This design comes from an exercise in tuning for small area, a short achievable clock period and few clock cycles on the open sky130 flow, not from production work. Only simulation tests tie the RTL to the original design; equivalence was not proved.

File: flow/run.sh
#!/bin/bash
# synth_recipe.tcl (not shown) runs the flow's synth.tcl, then flattens the netlist and writes it again
# the make line also repeats each setting of config.mk as NAME=value (left out here)
make -C /OpenROAD-flow-scripts/flow DESIGN_CONFIG=/design/flow/config.mk WORK_HOME=/design/flow/orfs CLKGATE_MAP_FILE= SYNTH_SCRIPT=/design/flow/synth_recipe.tcl finish
File: flow/constraint.sdc
create_clock -name core_clock -period 27.0 [get_ports {i_clk}]
set_input_delay 5.4000 -clock core_clock [delete_from_list [all_inputs] [get_ports {i_clk}]]
set_output_delay 5.4000 -clock core_clock [all_outputs]
set_load 0.01 [all_outputs]
File: flow/design.v
module alu #(
    parameter INST_W = 4,
    parameter INT_W  = 6,
    parameter FRAC_W = 10,
    parameter DATA_W = INT_W + FRAC_W
)(
    input                      i_clk,
    input                      i_rst_n,
    input                      i_in_valid,
    output                     o_busy,
    input         [INST_W-1:0] i_inst,
    input  signed [DATA_W-1:0] i_data_a,
    input  signed [DATA_W-1:0] i_data_b,
    output                     o_out_valid,
    output        [DATA_W-1:0] o_data
);
localparam S_IDLE = 2'b00;
localparam S_BUSY = 2'b01;
localparam S_OUTPUT = 2'b10;
reg [1:0] state, state_nxt;
reg [INST_W-1:0]    inst, inst_nxt;
reg [DATA_W-1:0]    data_a, data_a_nxt;
reg [DATA_W-1:0]    data_b, data_b_nxt;
reg                 o_busy_reg, o_busy_reg_nxt;
reg                 o_out_valid_reg, o_out_valid_reg_nxt;
reg [DATA_W-1:0]    o_data_reg, o_data_reg_nxt;
reg [$clog2(DATA_W)-1:0] counter, counter_nxt;
reg [35:0] accumulation, accumulation_nxt;
reg accumulation_done, accumulation_done_nxt;
reg [DATA_W-1:0] matrix[0:7];
reg [DATA_W-1:0] matrix_nxt[0:7];
integer i;
genvar gv;
genvar gv1, gv2, gv3;
assign o_busy = o_busy_reg;
assign o_out_valid = o_out_valid_reg;
assign o_data = o_data_reg;
wire [DATA_W-1:0] addition, subtraction;
wire [2*DATA_W-1:0] mul[0:15];
wire [2*DATA_W-1:0] multiplication;
wire [35:0] mac;
wire [11:0] sin_data;  
wire [23:0] pwr2[0:11], pwr2_add;  
wire [21:0] sin_data_pwr2;  
wire [43:0] pwr3[0:21], pwr3_add;  
wire [31:0] sin_data_pwr3;  
wire [63:0] pwr5[0:31], pwr5_add;  
wire [51:0] sin_data_pwr5;  
wire [51:0] first, third, fifth;
wire [103:0] first_mul;  
wire [103:0] third_mul[0:4];  
wire [103:0] fifth_mul[0:1];  
wire [103:0] taylor_add;
wire [61:0] taylor;  
assign addition = data_a + data_b;
assign subtraction = data_a - data_b;
generate
    for (gv=0; gv<16; gv=gv+1) begin : mul_assignment
        if (gv == 0) assign mul[gv] = (data_b[gv]) ? {{DATA_W{data_a[15]}}, data_a} : {(2*DATA_W){1'b0}};
        else assign mul[gv] = (data_b[gv]) ? {{(DATA_W-gv){data_a[15]}}, data_a, {gv{1'b0}}} : {(2*DATA_W){1'b0}};
    end
endgenerate
assign multiplication = mul[0] + mul[1] + mul[2] + mul[3] + mul[4] + mul[5] + mul[6] + mul[7]
                      + mul[8] + mul[9] + mul[10] + mul[11] + mul[12] + mul[13] + mul[14] - mul[15];
assign mac = {{4{multiplication[31]}}, multiplication} + accumulation;
assign sin_data = data_a[11:0];
generate
    for (gv1=0; gv1<12; gv1=gv1+1) begin : pwr2_assignment
        if (gv1 == 0) assign pwr2[gv1] = (sin_data[gv1]) ? {{12{sin_data[11]}}, sin_data} : {24{1'b0}};
        else assign pwr2[gv1] = (sin_data[gv1]) ? {{(12-gv1){sin_data[11]}}, sin_data, {gv1{1'b0}}} : {24{1'b0}};
    end
endgenerate
assign pwr2_add = pwr2[0] + pwr2[1] + pwr2[2] + pwr2[3] + pwr2[4] + pwr2[5] 
                + pwr2[6] + pwr2[7] + pwr2[8] + pwr2[9] + pwr2[10] - pwr2[11];
assign sin_data_pwr2 = pwr2_add[21:0];
generate
    for (gv2=0; gv2<22; gv2=gv2+1) begin : pwr3_assignment
        if (gv2 == 0) assign pwr3[gv2] = (sin_data[gv2]) ? {{22{sin_data_pwr2[21]}}, sin_data_pwr2} : {44{1'b0}};
        else if (gv2 >= 12) assign pwr3[gv2] = (sin_data[11]) ? {{(22-gv2){sin_data_pwr2[21]}}, sin_data_pwr2, {gv2{1'b0}}} : {44{1'b0}};
        else assign pwr3[gv2] = (sin_data[gv2]) ? {{(22-gv2){sin_data_pwr2[21]}}, sin_data_pwr2, {gv2{1'b0}}} : {44{1'b0}};
    end
endgenerate
assign pwr3_add = pwr3[0] + pwr3[1] + pwr3[2] + pwr3[3] + pwr3[4] + pwr3[5] 
                + pwr3[6] + pwr3[7] + pwr3[8] + pwr3[9] + pwr3[10] + pwr3[11]
                + pwr3[12] + pwr3[13] + pwr3[14] + pwr3[15] + pwr3[16] + pwr3[17]
                + pwr3[18] + pwr3[19] + pwr3[20] - pwr3[21];
assign sin_data_pwr3 = pwr3_add[31:0];
generate
    for (gv3=0; gv3<32; gv3=gv3+1) begin : pwr5_assignment
        if (gv3 == 0) assign pwr5[gv3] = (sin_data_pwr2[gv3]) ? {{32{sin_data_pwr3[31]}}, sin_data_pwr3} : {66{1'b0}};
        else if (gv3 >= 22) assign pwr5[gv3] = (sin_data_pwr2[21]) ? {{(32-gv3){sin_data_pwr3[31]}}, sin_data_pwr3, {gv3{1'b0}}} : {66{1'b0}};
        else assign pwr5[gv3] = (sin_data_pwr2[gv3]) ? {{(32-gv3){sin_data_pwr3[31]}}, sin_data_pwr3, {gv3{1'b0}}} : {66{1'b0}};
    end
endgenerate
assign pwr5_add = pwr5[0] + pwr5[1] + pwr5[2] + pwr5[3] + pwr5[4] + pwr5[5] 
                + pwr5[6] + pwr5[7] + pwr5[8] + pwr5[9] + pwr5[10] + pwr5[11]
                + pwr5[12] + pwr5[13] + pwr5[14] + pwr5[15] + pwr5[16] + pwr5[17]
                + pwr5[18] + pwr5[19] + pwr5[20] + pwr5[21] + pwr5[22] + pwr5[23]
                + pwr5[24] + pwr5[25] + pwr5[26] + pwr5[27] + pwr5[28] + pwr5[29]
                + pwr5[30] - pwr5[31];
assign sin_data_pwr5 = pwr5_add[51:0];
assign first = {sin_data, {40{1'b0}}};
assign third = {sin_data_pwr3, {20{1'b0}}};
assign fifth = sin_data_pwr5;
assign first_mul = {{42{first[51]}}, first, {10{1'b0}}};
assign third_mul[0] = {{52{third[51]}}, third};
assign third_mul[1] = {{51{third[51]}}, third, 1'b0};
assign third_mul[2] = {{49{third[51]}}, third, {3{1'b0}}};
assign third_mul[3] = {{47{third[51]}}, third, {5{1'b0}}};
assign third_mul[4] = {{45{third[51]}}, third, {7{1'b0}}};
assign fifth_mul[0] = {{52{fifth[51]}}, fifth};
assign fifth_mul[1] = {{49{fifth[51]}}, fifth, {3{1'b0}}};
assign taylor_add = first_mul - third_mul[0] - third_mul[1] - third_mul[2] - third_mul[3] - third_mul[4] + fifth_mul[0] + fifth_mul[1];
assign taylor = taylor_add[61:0];
always @(*) begin
    state_nxt = state;
    inst_nxt = inst;
    data_a_nxt = data_a;
    data_b_nxt = data_b;
    o_busy_reg_nxt = o_busy_reg;
    o_out_valid_reg_nxt = o_out_valid_reg;
    o_data_reg_nxt = o_data_reg;
    counter_nxt = counter;
    accumulation_nxt = accumulation;
    accumulation_done_nxt = accumulation_done;
    for (i=0; i<8; i=i+1) begin
        matrix_nxt[i] = matrix[i];
    end
    case (state)
    S_IDLE: begin
        if (i_in_valid) begin
            inst_nxt = i_inst;
            if (i_inst == 4'b1001) begin
                if (counter == 4'b0111) begin
                    for(i=0; i<8; i=i+1) begin
                        matrix_nxt[i][1:0] = i_data_a[(14-i*2)+:2];
                    end
                    state_nxt = S_BUSY;
                    counter_nxt = 4'b0000;
                    o_busy_reg_nxt = 1'b1;
                end
                else begin
                    for(i=0; i<8; i=i+1) begin
                        matrix_nxt[i][(14-counter*2)+:2] = i_data_a[(14-i*2)+:2];
                    end
                    counter_nxt = counter + 1;
                end
            end
            else begin
                state_nxt = S_BUSY;
                data_a_nxt = i_data_a;
                data_b_nxt = i_data_b;
                o_busy_reg_nxt = 1'b1;
            end
        end
    end
    S_BUSY: begin
        case (inst)
        4'b0000: begin  
            if (!data_a[15] && !data_b[15]) begin
                if (addition[15]) o_data_reg_nxt = {1'b0, {(DATA_W-1){1'b1}}};
                else o_data_reg_nxt = addition;
            end
            else if (data_a[15] && data_b[15]) begin
                if (!addition[15]) o_data_reg_nxt = {1'b1, {(DATA_W-1){1'b0}}};
                else o_data_reg_nxt = addition;
            end
            else begin
                o_data_reg_nxt = addition;
            end
            state_nxt = S_OUTPUT;
            o_out_valid_reg_nxt = 1'b1;
        end
        4'b0001: begin  
            if (!data_a[15] && data_b[15]) begin
                if (subtraction[15]) o_data_reg_nxt = {1'b0, {(DATA_W-1){1'b1}}};
                else o_data_reg_nxt = subtraction;
            end
            else if (data_a[15] && !data_b[15]) begin
                if (!subtraction[15]) o_data_reg_nxt = {1'b1, {(DATA_W-1){1'b0}}};
                else o_data_reg_nxt = subtraction;
            end
            else begin
                o_data_reg_nxt = subtraction;
            end
            state_nxt = S_OUTPUT;
            o_out_valid_reg_nxt = 1'b1;
        end
        4'b0010: begin  
            if (!accumulation_done) begin
                accumulation_done_nxt = 1'b1;
                if (!multiplication[31] && !accumulation[35]) begin
                    if (mac[35]) accumulation_nxt = {1'b0, {35{1'b1}}};
                    else accumulation_nxt = mac;
                end
                else if (multiplication[31] && accumulation[35]) begin
                    if (!mac[35]) accumulation_nxt = {1'b1, {35{1'b0}}};
                    else accumulation_nxt = mac;
                end
                else begin
                    accumulation_nxt = mac;
                end
            end
            else begin
                accumulation_done_nxt = 1'b0;
                if (accumulation[35] == 1'b0) begin
                    if (accumulation[34:0] >= {{10{1'b0}}, {16{1'b1}}, {9{1'b0}}}) o_data_reg_nxt = {1'b0, {(DATA_W-1){1'b1}}};
                    else if (accumulation[9:0] >= {1'b1, {9{1'b0}}}) o_data_reg_nxt = accumulation[25:10] + 16'b1;
                    else o_data_reg_nxt = accumulation[25:10];
                end
                else begin
                    if (accumulation[34:0] <= {{10{1'b1}}, {16{1'b0}}, {9{1'b1}}}) o_data_reg_nxt = {1'b1, {(DATA_W-1){1'b0}}};
                    else if (accumulation[9:0] >= {1'b1, {9{1'b0}}}) o_data_reg_nxt = accumulation[25:10] + 16'b1;
                    else o_data_reg_nxt = accumulation[25:10];
                end
                state_nxt = S_OUTPUT;
                o_out_valid_reg_nxt = 1'b1;
            end
        end
        4'b0011: begin  
            if (taylor[49:0] >= {1'b1, {49{1'b0}}}) o_data_reg_nxt = {{4{taylor[61]}}, taylor[61:50]} + 12'b1;
            else o_data_reg_nxt = {{4{taylor[61]}}, taylor[61:50]};
            state_nxt = S_OUTPUT;
            o_out_valid_reg_nxt = 1'b1;
        end
        4'b0100: begin  
            for (i=0; i<15; i=i+1) begin
                o_data_reg_nxt[i] = data_a[i] ^ data_a[i+1];
            end
            o_data_reg_nxt[15] = data_a[15];
            state_nxt = S_OUTPUT;
            o_out_valid_reg_nxt = 1'b1;
        end
        4'b0101: begin  
            if (counter == 4'b1111) begin
                if (data_a[0]) begin
                    for (i=0; i<15; i=i+1) begin
                        o_data_reg_nxt[i+1] = data_b[i];
                    end
                    o_data_reg_nxt[0] = ~data_b[15];
                end
                else begin
                    o_data_reg_nxt = data_b;
                end
                state_nxt = S_OUTPUT;
                o_out_valid_reg_nxt = 1'b1;
                counter_nxt = 4'b0000;
            end
            else begin
                if (data_a[0]) begin
                    for (i=0; i<15; i=i+1) begin
                        data_b_nxt[i+1] = data_b[i];
                    end
                    data_b_nxt[0] = ~data_b[15];
                end
                else begin
                    data_b_nxt = data_b;
                end
                data_a_nxt = data_a >> 1;
                counter_nxt = counter + 1;
            end
        end
        4'b0110: begin  
            if (data_b == 4'b0000) begin
                o_data_reg_nxt = data_a;
                state_nxt = S_OUTPUT;
                o_out_valid_reg_nxt = 1'b1;
            end
            else begin
                data_b_nxt = data_b - 1;
                for (i=0; i<15; i=i+1) begin
                    data_a_nxt[i] = data_a[i+1];
                end
                data_a_nxt[15] = data_a[0];
            end
        end
        4'b0111: begin  
            if (data_a[15]) begin
                o_data_reg_nxt = {{12{1'b0}}, counter};
                state_nxt = S_OUTPUT;
                o_out_valid_reg_nxt = 1'b1;
                counter_nxt = 4'b0000;
            end
            else begin
                if (counter == 4'b1111) begin
                    o_data_reg_nxt = {{11{1'b0}}, 5'b10000};
                    state_nxt = S_OUTPUT;
                    o_out_valid_reg_nxt = 1'b1;
                    counter_nxt = 4'b0000;
                end
                else begin
                    data_a_nxt = data_a << 1;
                    counter_nxt = counter + 1;
                end
            end
        end
        4'b1000: begin  
            for (i=0; i<13; i=i+1) begin
                o_data_reg_nxt[i] = (data_a[i+:4] == data_b[(15-i)-:4]);
            end
            o_data_reg_nxt[15:13] = 3'b000;
            state_nxt = S_OUTPUT;
            o_out_valid_reg_nxt = 1'b1;
        end
        4'b1001: begin  
            o_data_reg_nxt = matrix[0];
            counter_nxt = counter + 1;
            state_nxt = S_OUTPUT;
            o_out_valid_reg_nxt = 1'b1;
        end
        default: begin
        end
        endcase
    end
    S_OUTPUT: begin
        if (inst == 4'b1001) begin
            if (counter == 4'b1000) begin
                counter_nxt = 4'b0000;
                state_nxt = S_IDLE;
                o_busy_reg_nxt = 1'b0;
                o_out_valid_reg_nxt = 1'b0;
            end
            else begin
                o_data_reg_nxt = matrix[counter[2:0]];
                counter_nxt = counter + 1;
                o_out_valid_reg_nxt = 1'b1;
            end
        end
        else begin
            state_nxt = S_IDLE;
            o_busy_reg_nxt = 1'b0;
            o_out_valid_reg_nxt = 1'b0;
        end
    end
    default: begin
    end
    endcase
end
always @(posedge i_clk or negedge i_rst_n) begin
    if (!i_rst_n) begin  
        state <= S_IDLE;
        inst <= {INST_W{1'b0}};
        data_a <= {DATA_W{1'b0}};
        data_b <= {DATA_W{1'b0}};
        o_busy_reg <= 1'b0;
        o_out_valid_reg <= 1'b0;
        o_data_reg <= {DATA_W{1'b0}};
        counter <= {($clog2(DATA_W)){1'b0}};
        accumulation <= {36{1'b0}};
        accumulation_done <= 1'b0;
        for (i=0; i<8; i=i+1) begin
            matrix[i] <= {DATA_W{1'b0}};
        end
    end
    else begin
        state <= state_nxt;
        inst <= inst_nxt;
        data_a <= data_a_nxt;
        data_b <= data_b_nxt;
        o_busy_reg <= o_busy_reg_nxt;
        o_out_valid_reg <= o_out_valid_reg_nxt;
        o_data_reg <= o_data_reg_nxt;
        counter <= counter_nxt;
        accumulation <= accumulation_nxt;
        accumulation_done <= accumulation_done_nxt;
        for (i=0; i<8; i=i+1) begin
            matrix[i] <= matrix_nxt[i];
        end
    end
end
endmodule
File: flow/config.mk
export PLATFORM = sky130hd
export DESIGN_NAME = alu
export DESIGN_NICKNAME = alu
export VERILOG_FILES = /design/flow/design.v
export SDC_FILE = /design/flow/constraint.sdc
export NUM_CORES = 4
export LEC_CHECK = 0
export CAP_MARGIN = 20
export CORE_MARGIN = 2
export CORE_UTILIZATION = 40
export SLEW_MARGIN = 20
==> run summary <==
[worst max-delay path by stage]
stage          startpoint        endpoint  cells past startpoint
3_5_place_dp    data_a[7]   o_data_reg[7]                     82
5_1_grt         data_a[2]  o_data_reg[11]                     85
3_3_place_gp    data_a[0]   o_data_reg[7]                     82
4_1_cts         data_a[7]   o_data_reg[7]                     82
6_report        data_a[2]  o_data_reg[11]                     85
2_1_floorplan   data_a[0]  o_data_reg[11]                     92
[area by class of cell]
cell class,count,area [µm²]
Inverter,2131,8001
Clock inverter,15,210.2
Timing Repair Buffer,201,1658
Sequential cell,225,5648
Antenna cell,3,7.507
Multi-Input combinational cell,5768,63410
Tap cell,2526,3161
Clock buffer,33,706.9
Fill cell,18890,110200
[critical path: cells and delay by family, from the launching register on]
| kind | cells | cell delay (ns) |
|---|---|---|
| compound gates | 21 | 4.67 |
| flops | 1 | 0.67 |
| xor+xnor | 5 | 1.78 |
| simple gates | 15 | 3.28 |
| buf+inv | 16 | 2.18 |
| fa+ha+maj | 28 | 12.85 |
[what timing repair did]
item                       4_1_cts  5_1_grt
setup endpoints to repair        0       14
setup buffers                    0        2
hold buffers                     0        0
gates resized for setup          0        8
[routing by layer]
| metal | routed length [µm] | vias to the layer above | GRT usage (%) |
|---|---|---|---|
| li1 | - | 25300 | - |
| met1 | 98890 | 29990 | 33.29 |
| met2 | 112100 | 1971 | 40.93 |
| met3 | 16520 | 351 | 3.441 |
| met4 | 7250 | 2 | 6.150 |
| met5 | 8 | - | 0 |
[kinds of logic (layout without fill, tap and decap cells)]
family	after synthesis	after routing	share of synthesized area [%]
adder cells (fa/ha/maj)	2449	2449	56.65
AND/OR/NAND/NOR	1927	1927	10.91
multiplexers	159	159	2.285
XOR/XNOR	289	289	3.363
AO/OA/AOI/OAI	944	944	7.711
buffers and inverters	2452	2380	11.84
flip-flops	225	225	7.235
other	0	3	0
[synthesized netlist by cell type, drive strengths merged (7+ instances only)]
cell type,number
o22ai,7
mux2i,10
o31ai,14
nor2,331
clkbuf,284
o21a,22
a21boi,14
and2,159
or2,14
a221oi,29
fa,1791
and3,32
inv,2124
nand2b,71
a31o,8
o211ai,24
nor2b,45
a21o,106
ha,658
xnor2,202
nand3,66
o21ai,257
dfrtp,225
a211oi,17
clkinv,7
buf,37
nand4,36
a22oi,32
or3,15
nor3,58
a222oi,18
o21bai,25
a21oi,263
nand2,1053
xor2,84
o2111ai,8
a221o,11
a31oi,30
mux2,149
nor4,27
[per-stage QoR]
step	utilization (%)	area [µm²]	std cells	hold slack (ns)
final	42.91	82800	10900	0.4799
after global routing	42.90	82800	10900	0.5124
after CTS	42.86	82720	10900	0.4872
after detailed placement	42.39	81800	10850	0.4679
after global placement	42.38	81790	10850	0.4641
after floorplan	-	77820	8445	0.4607
==> flow_summary.json <==
{
  "status": "complete, no violations",
  "syn_avg_cell_area_um2": 9.215,
  "holdPathStages": 1,
  "fin_crit_sh_pct": 94.94,
  "top_regs": "matrix x128, accumulation x36",
  "worst_setup_path_end_kind": "flop",
  "cts_root_buf": "clkbuf_16",
  "top_register": "matrix",
  "antenna_found_initial": 3,
  "grt_pass1_vias": 62790,
  "drc": 0,
  "worst-r2r-setup-slack_ns": 1.37,
  "critPathArrivalTime_ns": 26.08,
  "fin_worst_skew_ns": 0.03553,
  "hold_path.class": "flop to flop",
  "largest_reg_flops": 128,
  "rows": 161,
  "ys_seq_elements": 225,
  "areaGrowthSynthToFinish_pct": 6.399,
  "layout_common_cells": "inv_1, fa_1, nand2_1",
  "synth.yosys.warnings": 3,
  "layout-drive-gt1-share_pct": 5.267,
  "r2r_end": "o_data_reg[11]",
  "final_common_cell": "inv_1",
  "synth_edf_count": 0,
  "die_h_um": 445.1,
  "htreeDepth": 1,
  "min_to": "o_data_reg[0]",
  "setup_viol": 0,
  "critical_path.max_fanout": 30,
  "cp_common_cell": "fa_1",
  "start_util_pct": 40.33,
  "clk_pin_slew_worst_paths_ns": 0.06,
  "ff2ff_path_depth": 85,
  "finalCriticalPeriod_ns": 25.63,
  "ys_seq_area_share_pct": 7.235,
  "cts_buffers": 26,
  "synth_flop_cell": "dfrtp_1",
  "firstDrtPassIters": 6,
  "wl_per_cell_um": 21.53,
  "vias_per_cell": 5.284,
  "synth.largest_area_cell": "fa_1",
  "grt_overflow": 0,
  "antenna_left": 0,
  "routed_wl_um": 234800,
  "gp_congestion": 0.9681,
  "cts_tree": "yes",
  "synth_area_leaders": "fa_1, ha_1, inv_1, dfrtp_1, nand2_1",
  "final.setup.worst_slack_ns": 1.367,
  "max-slew-margin-rel_pct": 17.87,
  "async_flop_share_pct": 100.0,
  "synth_top_area_share_pct": 46.07,
  "worst_pin_slew_ns": 1.221,
  "grt_use_total_pct": 24.41,
  "startpoint_type": "flop",
  "io_pins": 57,
  "crit_type": "flop to flop",
  "io_buffers": 56,
  "first_iter_violations": 4241,
  "min_from": "o_data_reg[0]",
  "fp.dieW_um": 445.1,
  "dp_hpwl_um": 192200,
  "r2r-start": "data_a[2]",
  "crit_path_top_delay_cell": "xnor2_2",
  "core_area_um2": 193000,
  "synthDistinctLibCells": 90,
  "cp.required_ns": 27.45,
  "grt_pass1_wl_um": 374000,
  "synthCells": 8445,
  "syn_area_um2": 77820,
  "die_area_um2": 198100,
  "drv_cap": 0,
  "syn_nets": 10930,
  "cp_slowest_stage_delay_ns": 0.89,
  "vias": 57610,
  "clock_tree.buffer_depth": 3,
  "slew_violations": 0,
  "tns_ns": 0,
  "hold_violations": 0,
  "cts_sinks": 225,
  "dpl_worst_slack_ns": 0.7069,
  "clock_latency_ns": 0.59,
  "max_freq_ghz": 0.03901,
  "rsz0062_at_grt": "false",
  "nNetsFinal": 10840,
  "grt_start_max_net_pins": 104
}
Testbench counts, summed over its fixed seeds: cycles 21,628.

-- what the ideal ports hide --
Ports are ideal in the flow. The routed layout listed here was re-timed in OpenROAD.
Step 1, drivers: a clkbuf_16 drives i_clk and a buf_2 each remaining input, both assumed.
Step 2 times the ports against the registers' clock, not the clock port: input delays grow and output delays shrink by t, the midpoint of the rising clock arrivals with the driver on.
Slacks: no drivers / after step 1 / after step 2; pairs: no drivers / after step 1.
t, ns: 0.619
setup slack, ns: 1.367 / 1.367 / 1.367
hold WS [ns]: 0.480 / 0.480 / 0.480
worst data-port slew with drivers (ns): 0.05
After both steps setup and hold are still met in this run. For this run, drivers alone change the setup slack by 0.000 ns; drivers and shift together by 0.000 ns.
